This design comes from an exercise in tuning for small area and a short achievable clock period on the open sky130 flow, not from production work. Function was not checked in any run shown here: the RTL went through the layout flow alone. No activity file was given, so power comes from the tool's default toggle rates.

`flow/design.v`:
```
module deserializer(
    input serial_data,
    input clk,rst,
    input deser_en,
    output reg[9:0] parallel_data,
    output reg data_valid,
    output wire issue,       
    output wire complete     
);
reg [3:0] counter;
wire full = (counter == 4'd10);
assign issue = deser_en & full;
assign complete = deser_en & (counter == 4'd9);
always @(posedge clk,negedge rst) begin
    if (!rst) begin
        counter<=4'b0;
        data_valid<=1'b0;
    end
    else begin
        data_valid <= issue;
        if (deser_en)
            counter <= full ? 4'd0 : counter + 1'b1;
    end
end
always @(posedge clk) begin
    if (deser_en & !full)
        parallel_data<={serial_data,parallel_data[9:1]};
end
endmodule
module SERIALIZER(
    input rst,clk,
    input [7:0] data,
    output reg ser_out,
    input data_valid,ss_n
);
reg [7:0] registers;
reg [3:0] counter;
always @(posedge clk,negedge rst)
begin
  if(!rst)
  begin
    counter<=4'b0000;
    registers<=8'b00;
    ser_out<=1'b0;
  end
  else if(data_valid)
  begin
    registers<=data;
    ser_out<=1'b0;
    counter<=4'b0000;
  end
  else if(!ss_n)
  begin
    if (counter!=4'd8) begin
      {registers,ser_out}<={1'b0,registers};
      counter<=counter+1'b1;
    end
    else begin
      counter<=4'd0;
    end
  end
  else
    counter<=4'b0000;
end
endmodule
module Single_Port_Asyn_RAM #(parameter MEM_DEPTH =256,parameter ADDR_SIZE=8)( 
    input [9:0]din,
    input clk,rst,rx_valid,
    input rx_complete,
    input MOSI,
    output [7:0] dout,
    output reg tx_valid
);
localparam NG = 24;
function [8:0] conv;
    input [7:0] a;
    reg hi, k3;
    begin
        hi = a[7] & a[6];
        k3 = a[5] & a[4];
        conv[8:4] = !hi ? a[7:3] : (!k3 ? {1'b0, a[3:0]} : {2'b10, a[2:0]});
        conv[3:0] = !hi ? {1'b0, a[2:0]} : (!k3 ? {2'b10, a[5:4]} : {3'b100, a[3]});
    end
endfunction
wire cmd_wa = rx_valid & (din[9:8] == 2'b00);
wire cmd_wr = rx_valid & (din[9:8] == 2'b01);
wire ld_ra = rx_complete & MOSI & !din[9];
reg [8:0] read_address;
reg wa_set;    
always @(posedge clk,negedge rst) begin
    if (!rst) begin
        tx_valid<=1'b0;
        read_address<=9'b0;
        wa_set<=1'b0;
    end
    else begin
        tx_valid <= rx_valid & (din[9:8] == 2'b11);
        if (ld_ra)
            read_address <= conv(din[8:1]);
        if (cmd_wa)
            wa_set <= 1'b1;
    end
end
reg [8:0] write_address;
reg [7:0] wd_p;
reg pend;
wire wa_zero = cmd_wr & !wa_set;
wire pend_n = cmd_wa ? 1'b0 : cmd_wr ? 1'b1 : pend;
always @(posedge clk) begin
    if (cmd_wa | wa_zero)
        write_address <= cmd_wa ? conv(din[7:0]) : 9'b0;
    pend <= pend_n;
    if (cmd_wr)
        wd_p <= din[7:0];
end
reg [3:0] p11, p10;
wire [3:0] p11_n = (p11 == 4'd10) ? 4'd0 : p11 + 1'b1;
wire [3:0] p10_n = (p10 == 4'd9)  ? 4'd0 : p10 + 1'b1;
always @(posedge clk) begin
    p11 <= p11_n;
    p10 <= p10_n;
end
wire [3:0] w_slot_n = wa_zero ? 4'd0 : write_address[3:0];
wire [1:0] w_hi_n = wa_zero ? 2'd0 : write_address[8:7];
reg [2:0] wsel;
reg r_hit, fwd;
always @(posedge clk) begin
    wsel[0] <= pend_n & (w_hi_n == 2'd0) & (w_slot_n == p11_n);
    wsel[1] <= pend_n & (w_hi_n == 2'd1) & (w_slot_n == p11_n);
    wsel[2] <= pend_n & (w_hi_n == 2'd2) & (w_slot_n == p10_n);
    r_hit <= read_address[3:0] == (read_address[8] ? p10 : p11);
    fwd <= pend & !wa_zero & (write_address == read_address);
end
wire [2:0] w_lo = write_address[6:4];
wire [8*NG-1:0] tails;
genvar g;
generate
for (g = 0; g < NG; g = g + 1) begin : grp
    localparam L = (g < 16) ? 11 : 10;
    reg [8*L-1:0] ring;
    wire we = wsel[g / 8] && (w_lo == g % 8);
    assign tails[8*g +: 8] = ring[8*L-1 -: 8];
    always @(posedge clk)
        ring <= {ring[8*L-9:0], we ? wd_p : ring[8*L-1 -: 8]};
end
endgenerate
wire [4:0] r_grp = read_address[8:4];
reg [7:0] tsel, rbuf;
always @(posedge clk) begin
    tsel <= tails[8*r_grp +: 8];
    if (fwd)
        rbuf <= wd_p;
    else if (r_hit)
        rbuf <= tsel;
end
assign dout = rbuf;
endmodule
module SPI_Slave(
    input MOSI,
    input clk,rst,ss_n,
    input tx_valid,
    output wire MISO,
    input [7:0]tx_data,
    output wire [9:0]rx_data,
    output wire rx_valid,
    output wire rx_issue,
    output wire rx_complete
);
reg start_q, shift_q;
always @(posedge clk,negedge rst) begin
    if (!rst) begin
        start_q <= 1'b0;
        shift_q <= 1'b0;
    end
    else begin
        start_q <= !ss_n & !start_q & !shift_q;
        shift_q <= !ss_n & (start_q | shift_q);
    end
end
deserializer  Deserializer_SPI(
    .serial_data(MOSI),
    .clk(clk),
    .rst(rst),
    .deser_en(shift_q),
    .parallel_data(rx_data),
    .data_valid(rx_valid),
    .issue(rx_issue),
    .complete(rx_complete)
);
SERIALIZER SERIALIZER_SPI(
   .rst(rst),
   .clk(clk),
   .data(tx_data),
   .ser_out(MISO),
   .data_valid(tx_valid),
   .ss_n(ss_n)
);
endmodule
module SPI_TOP(
    input clk,
	input rst,
	input ss_n,
	input MOSI, 
	output MISO
);
	wire [9:0] SLAVE_RAM;
	wire [7:0] RAM_SLAVE;
	wire tx_valid, rx_valid, rx_issue, rx_complete;
	SPI_Slave SPI_SLAVE 
	(
		.MOSI(MOSI),
		.MISO(MISO),
		.ss_n(ss_n),
		.clk(clk),
		.rst(rst),
		.rx_data(SLAVE_RAM),
		.rx_valid(rx_valid),
		.rx_issue(rx_issue),
		.rx_complete(rx_complete),
		.tx_data(RAM_SLAVE),
		.tx_valid(tx_valid)
	);
	Single_Port_Asyn_RAM RAM
	(
		.clk(clk),
		.rst(rst),
		.din(SLAVE_RAM),
		.rx_valid(rx_valid),
		.rx_complete(rx_complete),
		.MOSI(MOSI),
		.dout(RAM_SLAVE),
		.tx_valid(tx_valid)
	);
endmodule
```
`flow/run.sh`:
```
#!/bin/bash
# synth_recipe.tcl (not shown) runs the flow's synth.tcl, then flattens the netlist and writes it again
# the make line also repeats each setting of config.mk as NAME=value (left out here)
make -C /OpenROAD-flow-scripts/flow DESIGN_CONFIG=/design/flow/config.mk WORK_HOME=/design/flow/orfs CLKGATE_MAP_FILE= SYNTH_SCRIPT=/design/flow/synth_recipe.tcl finish
```
`flow/config.mk`:
```
export PLATFORM = sky130hd
export DESIGN_NAME = SPI_TOP
export DESIGN_NICKNAME = SPI_TOP
export VERILOG_FILES = /design/flow/design.v
export SDC_FILE = /design/flow/constraint.sdc
export NUM_CORES = 8
export LEC_CHECK = 0
export CAP_MARGIN = 30
export CORE_MARGIN = 2
export CORE_UTILIZATION = 50
export CTS_CLUSTER_DIAMETER = 80
export CTS_CLUSTER_SIZE = 24
export SETUP_SLACK_MARGIN = 3.6
export SLEW_MARGIN = 40
```
`flow/constraint.sdc`:
```
create_clock -name core_clock -period 6.0 [get_ports {clk}]
set_input_delay 1.2000 -clock core_clock [delete_from_list [all_inputs] [get_ports {clk}]]
set_output_delay 1.2000 -clock core_clock [all_outputs]
set_load 0.01 [all_outputs]
```
==> run summary, run 1 <==
- H-tree depth: 3
- Vias per inst: 4.52
- Clock Sinks: 2136
- CTS clock-pin slew for the worst setup and hold paths: 100 ps
- Post-synth top area share: 84.4%
- CP startpoint: SPI_SLAVE.SERIALIZER_SPI.ser_out
- # setup viols final: 0
- Final period utilization: 39.7%
- Total GRT Usage: 14.9%
- #FFs+latches synth: 2136
- Ports: 5
- Post-synth top area cell: dfxtp_1
- Commonest non-fill, non-tap cell in the layout: dfxtp_1
- HP Class: register to register
- Relative slew slack: 47.4%
- Yosys warnings: 4
- Flop-to-flop setup slack: 3640 ps
- Net count after synthesis: 2826
- Worst Path Buf+Inv: 1
- Die ar.: 0.101 sq mm
- Peak supply drop: 0.000262 V
- Clock Skew: 31.8 ps
- Pwr dens: 424 mW/mm^2
- Largest delay share family, worst path: flip-flops
- Unique masters post-synth: 66
- Crit path arrival time: 1180 ps
- Pre-antenna DRT Iters: 7
- Ys async rst share: 1.45%
- Static Leak: 0.0212 uW
- Slowest stage delay, CP: 380 ps
- Global-route wire length before repair: 114000 um
- Top FF cell, synth: dfxtp_1
- Final ANT Viol Nets: 0
- Clk network pwr share: 31.3%
- Internal power: 17800 uW
- Synth area leaders: dfxtp_1 84%, mux2_2 2.5%, mux2_1 2.2%, edfxtp_1 2.1%, dfrtp_1 1.6%
- Vias in the first global route: 18900
- Total routed wirelength: 73600 um
- Later-pin clock latency in the skew report: 690 ps
- Power, Total: 22600 uW
- Starting DRT DRC Count: 1388
- Clock Path Buffers: 3
- Chip width: 317 um
- Commonest cells after routing, fill and taps aside: 2070 x dfxtp_1, 107 x mux2_2, 102 x clkbuf_16
- Fin. Hold Viols: 0
- Initial core utilization: 50.6%
- Grt ovf: 0
- Port Buffers: 4
- Post-Synthesis Cells: 2820
- Site Rows: 114
- Post-synth EDFFs: 35
- Crit. path cell count: 1
- Share of cells above drive strength 1: 10.3%
- Worst path slowest cell: dfrtp_1
- Fin Setup TNS: 0 ps
- Nets@finish: 2894
- CP cell instances: clkbuf_2
- Routed wire per std cell: 17.6 um
- Status: complete, no violations
- HPWL after DPL: 46100 um
- Max Cap Viol: 0
- Core area: 0.0970 sq mm
- Fmax: 0.420 GHz
- Switching Power: 4750 uW
- Largest net degree at the start of global routing: 33
- Fin. max-slew vios: 0
- CTS tree: built
- CTS buffer count: 99
- Worst r2r src: RAM.read_address[5]
- Synth Area per Inst: 17.4 sq um
- Unrepaired setup endpoints after global routing: true
- R2R Path End: RAM.tsel[2]
- Root Buffer: clkbuf_16
- CP startpoint kind: register
- Register area share after synthesis: 88.1%
- Mapped Area: 0.0491 sq mm
- Sw frac: 21.0%
- Actual slew at the worst max-slew pin: 787 ps
- Vias: 18900
- Combinational fraction of design power: 4.1%
- Final min period: 2380 ps
- Area Growth Syn to Fin: 8.61%
- Worst Hold End: RAM.grp[4].ring[77]
- WP data required: 4800 ps
- Hold path startpoint: RAM.grp[4].ring[69]
- Cells on worst reg2reg path: 6
- CP Capture Type: output port
- Share of power burned in registers: 64.6%
- GP Congestion: 0.811
- Min-Delay Path Depth: 0
- Antenna cells: 0
- Die Y: 317 um
- Worst Path Max Fanout: 2
- Initial antenna violation count: 2
- WS Path Type: register to output port
- Residual DRC: 0
-- registers in the layout, summed over array words and instances (netlist names), 3 cells and up --
name / flops
RAM.read_address: 9
SPI_SLAVE.SERIALIZER_SPI.counter: 4
RAM.wsel: 3
RAM.p11: 4
RAM.tsel: 8
SPI_SLAVE.Deserializer_SPI.parallel_data: 10
RAM.write_address: 9
RAM.wd_p: 8
SPI_SLAVE.Deserializer_SPI.counter: 4
RAM.p10: 4
RAM.rbuf: 8
RAM.grp.ring: 2048
SPI_SLAVE.SERIALIZER_SPI.registers: 8
-- worst max path at each step --
stage,end
final,MISO
after global routing,MISO
after CTS,MISO
after detailed placement,SPI_SLAVE.SERIALIZER_SPI.registers[2]
after global placement,RAM.tsel[3]
after floorplan,SPI_SLAVE.SERIALIZER_SPI.registers[0]
-- layer usage --
layer	wire length, um	global-route usage [%]	vias up	share of wire (%)
met5	0	0	-	0
met4	1690	4.60	0	2.3
met3	2730	2.48	102	3.7
met2	30300	21.5	277	41
met1	38900	23.1	9249	53
li1	-	-	9245	-
-- power groups by stage --
stage | sequential (uW) | combinational [uW] | clock [uW]
3_5_place_dp | 14900 | 921 | 0
6_report | 14600 | 931 | 7070
4_1_cts | 14600 | 937 | 7300
2_1_floorplan | 14800 | 693 | 0
5_1_grt | 14600 | 987 | 7810
3_3_place_gp | 15000 | 815 | 0
-- final cells by class --
class                   count  area (sq um)
clock buffers             109          2580
clock inverters             7          86.3
fillers                  7542         43700
multi-input cells         605          5470
well taps                1276          1600
flip-flops and latches   2136         43300
repair buffers             29           267
inverters                  17          63.8
-- through the flow --
step	hold WS, ps	cells	utilization, %	instance area (sq um)	worst slack, ps
after detailed placement	312	4057	52.2	50600	3240
after floorplan	310	2820	-	49100	3970
after CTS	313	4178	55.0	53300	3450
final	314	4179	55.0	53300	3620
after global placement	310	4050	52.0	50500	2660
after global routing	324	4179	55.0	53300	3550
-- cells by family (layout without fill, tap and decap cells) --
group	count (synthesis)	in the layout	synth area share (%)
muxes	288	288	6.79
and+or+nand+nor	186	186	2.19
xor gates and xnor gates	21	21	0.420
DFF	2136	2136	88.1
adders and majority gates	2	2	0.0510
AOI/OAI and AO/OA	108	108	1.59
buffers and inverters	79	162	0.846
-- synthesized netlist by cell type, types with 15 or more instances --
cell and instances:
edfxtp_1 35, nand2_1 64, o21ai_0 20, xnor2_1 17, mux4_2 16, mux2i_1 71, inv_1 16, a22oi_1 33
nand2b_1 15, mux2_1 94, nor2_1 29, dfrtp_1 31, clkbuf_1 33, dfxtp_1 2070, a21oi_1 15, mux2_2 107
-- what timing repair did --
action	in CTS	in global routing
hold buffers	0	0
setup buffers	5	1
gates resized for setup	11	2
endpoints found under the setup margin	18	2
==> run 2, diff against run 1 <==
==> flow/design.v (replaced) <==
module deserializer(
    input serial_data,
    input clk,rst,
    input deser_en,
    output reg[9:0] parallel_data,
    output reg data_valid
);
reg [3:0] counter ;
always @(posedge clk,negedge rst) begin
    if (!rst) begin
        parallel_data<=10'b0;
        counter<=4'b0;
        data_valid<=1'b0;
    end
    else if (deser_en) begin
        if(counter!=4'd10)begin
        parallel_data<={serial_data,parallel_data[9:1]};
        counter<=counter+1'b1;
        data_valid<=1'b0;
        end
        else begin
          data_valid<=1'b1;
          counter<=4'b0;
        end
    end
    else
    begin
      data_valid<=1'b0;
    end
end
endmodule
module SERIALIZER(
    input rst,clk,
    input [7:0] data,
    output reg ser_out,
    input data_valid,ss_n
);
reg [7:0] registers;
reg [3:0] counter;  
always @(posedge clk,negedge rst)
begin
  if(!rst)
  begin
    counter<=2'b00;
    registers<=8'b00;
    ser_out<=1'b0;
  end
  else if(data_valid)
  begin
    registers<=data;
    ser_out<=1'b0;
    counter<=4'b0000;
  end
  else if(!ss_n)
  begin
    if (counter!=4'd8) begin
      {registers,ser_out}<={1'b0,registers};
    counter<=counter+1;
    end
    else begin
      counter<=4'd0;
    end
  end
else
counter<=4'b0000;
end
endmodule
module Single_Port_Asyn_RAM #(parameter MEM_DEPTH =256,parameter ADDR_SIZE=8)( 
    input [9:0]din,
    input clk,rst,rx_valid,
    output reg [7:0] dout,
    output reg tx_valid
);
reg [ADDR_SIZE-1:0] MEMORY [0:MEM_DEPTH-1];
reg [ADDR_SIZE-1:0] write_address,read_address;
always @(posedge clk,negedge rst) begin
    if (!rst) begin
        dout<=8'b0;
        tx_valid<=1'b0;
        write_address<='b0;
        read_address<='b0;
    end
    else if(rx_valid)
    begin
      tx_valid<=1'b0;
      case (din[9:8])
        2'b00:begin
          write_address<=din[7:0];
        end 
        2'b01:begin
          MEMORY[write_address]<=din[7:0];
        end
        2'b10:begin
          read_address<=din[7:0];
        end
        2'b11:begin
          dout<=MEMORY[read_address];
          tx_valid<=1'b1;
        end
        default: begin
          dout<=8'b0;
          tx_valid<=1'b0;
          write_address<='b0;
          read_address<='b0;
        end
      endcase
    end
    else
    begin
      tx_valid<=1'b0;
    end
end
endmodule
module SPI_Slave(
    input MOSI,
    input clk,rst,ss_n,
    input tx_valid,
    output wire MISO,
    input [7:0]tx_data,
    output wire [9:0]rx_data,
    output wire rx_valid
);
wire deserializer_en;
localparam IDLE_State     =2'b00;
localparam CHECK_CMD_State=2'b01;
localparam READ_State     =2'b10;
localparam WRITE_State    =3'b11;
reg[1:0] state_next;
reg[1:0] state_reg;
always @(posedge clk,negedge rst) begin
    if (!rst) begin
        state_reg<=3'b00;
    end
    else begin
      state_reg<=state_next;
    end
end
always @(*) begin
    case (state_reg)
        IDLE_State:begin
          if (ss_n) begin
            state_next<=IDLE_State;
          end
          else begin
            state_next<=CHECK_CMD_State;
          end
        end 
        CHECK_CMD_State:begin
          if (ss_n) begin
            state_next<=IDLE_State;
          end
          else begin
            if (MOSI) begin
                state_next<=READ_State;
            end
            else begin
              state_next<=WRITE_State;
            end
          end
        end
        READ_State:begin
          if (ss_n) begin
            state_next<=IDLE_State;
          end
          else begin
            state_next<=READ_State;
          end
        end
        WRITE_State:begin
          if (ss_n) begin
            state_next<=IDLE_State;
          end
          else begin
            state_next<=WRITE_State;
          end
        end
        default: state_next<=IDLE_State;
    endcase
end
assign deserializer_en=(state_reg!=IDLE_State&&state_reg!=CHECK_CMD_State)?1'b1:1'b0;
deserializer  Deserializer_SPI(
    .serial_data(MOSI),
    .clk(clk),
    .rst(rst),
    .deser_en(deserializer_en),
    .parallel_data(rx_data),
    .data_valid(rx_valid)
);
SERIALIZER SERIALIZER_SPI(
   .rst(rst),
   .clk(clk),
   .data(tx_data),
   .ser_out(MISO),
   .data_valid(tx_valid),
   .ss_n(ss_n)
);
endmodule
module SPI_TOP(
    input clk,
	input rst,
	input ss_n,
	input MOSI, 
	output MISO
);
	wire [9:0] SLAVE_RAM;
	wire [7:0] RAM_SLAVE;
	wire tx_valid, rx_valid;
	SPI_Slave SPI_SLAVE 
	(
		.MOSI(MOSI),
		.MISO(MISO),
		.ss_n(ss_n),
		.clk(clk),
		.rst(rst),
		.rx_data(SLAVE_RAM),
		.rx_valid(rx_valid),
		.tx_data(RAM_SLAVE),
		.tx_valid(tx_valid)
	);
	Single_Port_Asyn_RAM RAM
	(
		.clk(clk),
		.rst(rst),
		.din(SLAVE_RAM),
		.rx_valid(rx_valid),
		.dout(RAM_SLAVE),
		.tx_valid(tx_valid)
	);
endmodule
--- a/flow/config.mk
+++ b/flow/config.mk
@@ -8,7 +8,4 @@
 export CAP_MARGIN = 30
 export CORE_MARGIN = 2
-export CORE_UTILIZATION = 50
-export CTS_CLUSTER_DIAMETER = 80
-export CTS_CLUSTER_SIZE = 24
-export SETUP_SLACK_MARGIN = 3.6
+export CORE_UTILIZATION = 35
 export SLEW_MARGIN = 40
==> run 2 against run 1 <==
Net effect: largest cell class unchanged; flip-flop and latch count decreased by 33; via count rose to 3.6 times the previous value; largest power group unchanged; area after synthesis is 64% higher; synthesized cell count is 76% higher; combinational power grew to 11 times the previous value; critical path depth grew 9; sequential share of layout area is 16 points lower.
==> run summary, run 2 <==
- Status: complete, no violations
- Global-route wire length before repair: 684000 um
- Unique masters post-synth: 85
- Post-synth EDFFs: 2048
- Proportion of synthesized area in mux cells: 0.475%
- Later-pin clock latency in the skew report: 960 ps
- Fill count: 20600
- Top FF cell, synth: edfxtp_1
- Xor and xnor fraction of the mapped netlist area: 0.0652%
- Clk network pwr share: 32.0%
- Post-Synthesis Cells: 4970
- Worst Path Max Fanout: 29
- Actual slew at the worst max-slew pin: 1080 ps
- Compound-Gate Fraction of Synth Area: 10.6%
- Pwr dens: 448 mW/mm^2
- Internal power: 27800 uW
- Area Growth Syn to Fin: 20.3%
- Site Rows: 176
- Root Buffer: clkbuf_16
- CTS buffer count: 228
- Pre-antenna DRT Iters: 9
- Final ANT Viol Nets: 0
- Share of cells above drive strength 1: 21.5%
- Synth area leaders: edfxtp_1 76%, a22oi_1 4.0%, nand3_1 2.5%, nor2_1 1.8%, a32oi_1 1.7%
- # setup viols final: 0
- Fin Setup TNS: 0 ps
- Switching Power: 15600 uW
- Placed cell areas: 0.0892 sq mm
- H-tree depth: 4
- Grt ovf: 0
- Core area: 0.229 sq mm
- Port Buffers: 4
- Combinational fraction of design power: 24.4%
- Vias: 67100
- Vias per inst: 7.64
- Hold buffer count at cts: 0
- CTS resizes: 0
- WS Path Type: register to register
- Fin. max-slew vios: 0
- Dpl cells: 8241
- Worst-case hold slack: 493 ps
- Die Y: 484 um
- Postcts setup bufs: 0
- Sw frac: 36.0%
- Ys async rst share: 2.62%
- CTS clock-pin slew for the worst setup and hold paths: 60 ps
- CP Capture Type: register
- WP data required: 6810 ps
- #FFs+latches synth: 2103
- Fmax: 0.187 GHz
- Vias in the first global route: 57000
- Mapped Area: 0.0806 sq mm
- Total routed wirelength: 557000 um
- Peak supply drop: 0.000725 V
- Net count after synthesis: 4976
- CP startpoint kind: register
- Share of power burned in registers: 43.6%
- Static Leak: 0.0300 uW
- Adder-Cell Fraction of Synth Area: 0.0311%
- Top flop regs: RAM.MEMORY (2048), SPI_SLAVE.Deserializer_SPI.parallel_data (10)
- HP Class: primary input to async pin
- Initial antenna violation count: 107
- Commonest cells after routing, fill and taps aside: 2048 x edfxtp_1, 551 x buf_4, 426 x a22oi_1
- Die ar.: 0.234 sq mm
- Commonest non-fill, non-tap cell in the layout: edfxtp_1
- Final min period: 5340 ps
- Chip width: 484 um
- Clock Sinks: 2103
- Unrepaired setup endpoints after global routing: false
- Post-route design area: 0.0969 sq mm
- Fin. Hold Viols: 0
- Post-synth top area share: 76.3%
- Total GRT Usage: 46.4%
- Largest family of logic cells by synthesized area: compound AO/OA/AOI/OAI gates
- CTS tree: built
- Starting DRT DRC Count: 16900
- Crit path arrival time: 6160 ps
- Register area share after synthesis: 78.0%
- Initial core utilization: 35.1%
- Nets@finish: 5470
- Clock Skew: 68.8 ps
- Clock Path Buffers: 3
- Synth Area per Inst: 16.2 sq um
- Ports: 5
- Max reg flops: 2048
- GP Congestion: 1.13
- Most flops, register: RAM.MEMORY
- Residual DRC: 0
- Post-Layout Cell Count: 8781
- Top post-synthesis cells by count: 2048 x edfxtp_1, 427 x a22oi_1, 401 x nand3_1, 383 x nor2_1, 169 x o22ai_1
- Largest net degree at the start of global routing: 143
- Relative slew slack: 28.0%
- Yosys warnings: 5
- Max Cap Viol: 0
- Top-count cell post-synth: edfxtp_1
- Synth Area in Simple Gates: 8.46%
- HPWL after DPL: 380000 um
- Routed wire per std cell: 63.4 um
- Post-synth top area cell: edfxtp_1
- Final period utilization: 89.1%
==> run 2: changes by cell type after synthesis, moves of 66 or more <==
cell and change:
dfxtp_1 -2070, edfxtp_1 +2013, a22oi_1 +394, nand3_1 +388, nor2_1 +354, o22ai_1 +169
a32oi_1 +160, nand4_1 +142, buf_2 +138, clkbuf_1 +126, mux2_1 -94, mux2_2 -81
nor4_1 +66
==> run 2: cells by family (layout without fill, tap and decap cells) <==
family	count (synthesis)	in the layout
other	0	95
xor gates and xnor gates	6	6
and+or+nand+nor	1309	1309
buffers and inverters	401	1091
muxes	35	35
adders and majority gates	2	2
DFF	2103	2103
AOI/OAI and AO/OA	1114	1114
==> run 2: routing by layer <==
metal  share of wire, %  global-route usage, %
met5               0.13                   2.84
met3                 18                   28.1
met2                 38                   60.4
met4                 11                   39.8
met1                 32                   52.9
==> run 2: final cells by class <==
| class | count | area [sq um] | share of cell area (%) |
|---|---|---|---|
| antenna | 95 | 238 | 0.245 |
| inverter | 9 | 33.8 | 0.0348 |
| timing repair buffer | 656 | 5970 | 6.15 |
| multi-input combinational | 2466 | 16900 | 17.4 |
| clock buffer | 296 | 6090 | 6.29 |
| tap | 3026 | 3790 | 3.91 |
| clock inverter | 130 | 1010 | 1.05 |
| sequential | 2103 | 62900 | 64.9 |
==> run 2: worst max-delay path, stage by stage (launching register included) <==
cell and delay, ps:
dfrtp_2 620, buf_4 450, and4bb_4 490, buf_4 360, a222oi_1 310, o22ai_1 110, or3_1 490, or4_2 1090
nor4_1 840, and3_1 300, o21ai_1 70
==> run 2: per-stage QoR <==
step	total power (uW)	utilization (%)	setup slack [ps]
2_1_floorplan	22800	-	1980
3_3_place_gp	28600	38.5	560
3_5_place_dp	28900	38.9	1040
4_1_cts	42300	42.0	1050
5_1_grt	43300	42.2	761
6_report	43500	42.2	656
==> run 2: path summary, 6_finish.rpt <==
kind | slack [ps] | depth (start not counted) | start | to
min in group core_clock | 520 | 1 | SPI_SLAVE.SERIALIZER_SPI.counter[0] | SPI_SLAVE.SERIALIZER_SPI.counter[0]
worst min register to register | 520 | 1 | SPI_SLAVE.SERIALIZER_SPI.counter[0] | SPI_SLAVE.SERIALIZER_SPI.counter[0]
worst max-delay path | 660 | 10 | RAM.read_address[2] | RAM.dout[2]
worst min-delay path | 490 | 2 | rst | SPI_SLAVE.SERIALIZER_SPI.counter[2]
max in group asynchronous | 4970 | 2 | rst | SPI_SLAVE.Deserializer_SPI.parallel_data[5]
worst max register to register | 660 | 10 | RAM.read_address[2] | RAM.dout[2]
==> run 2: power by group through the flow <==
stage	logic [uW]	clock network (uW)	registers [uW]
CTS	9520	13700	19000
finish	10600	13900	19000
global placement	9020	0	19600
floorplan	2620	0	20200
global route	9970	14300	19000
detailed placement	9530	0	19300

## what the ideal ports hide
Ports are ideal in the flow. The routed layouts listed here were re-timed in OpenROAD.
Step 1: set_driving_cell puts a clkbuf_16 on clk and a buf_2 on each other input, an assumption about the parent block.
Step 2 moves the port delays by t, midway between the first and last clock arrival at a register: inputs arrive t later, outputs are due t later. That takes back most of the time a late clock gives input paths.
Three values: ideal ports, drivers, drivers and shift; two values: the first two.
run	t, ns	slack for setup (ns)	worst setup path at the end	slew at the worst register clock pin (ns)	cell pins on the clock port's net
run 1	0.744	3.621 / 3.555 / 3.245	input to register	0.10 / 0.10	1
run 2	1.018	0.656 / 0.656 / 0.656	register to register	0.07 / 0.07	1
After both steps every run listed still meets setup and hold. For run 1, which loses most, drivers alone change the setup slack by -0.066 ns; drivers and shift together by -0.376 ns.
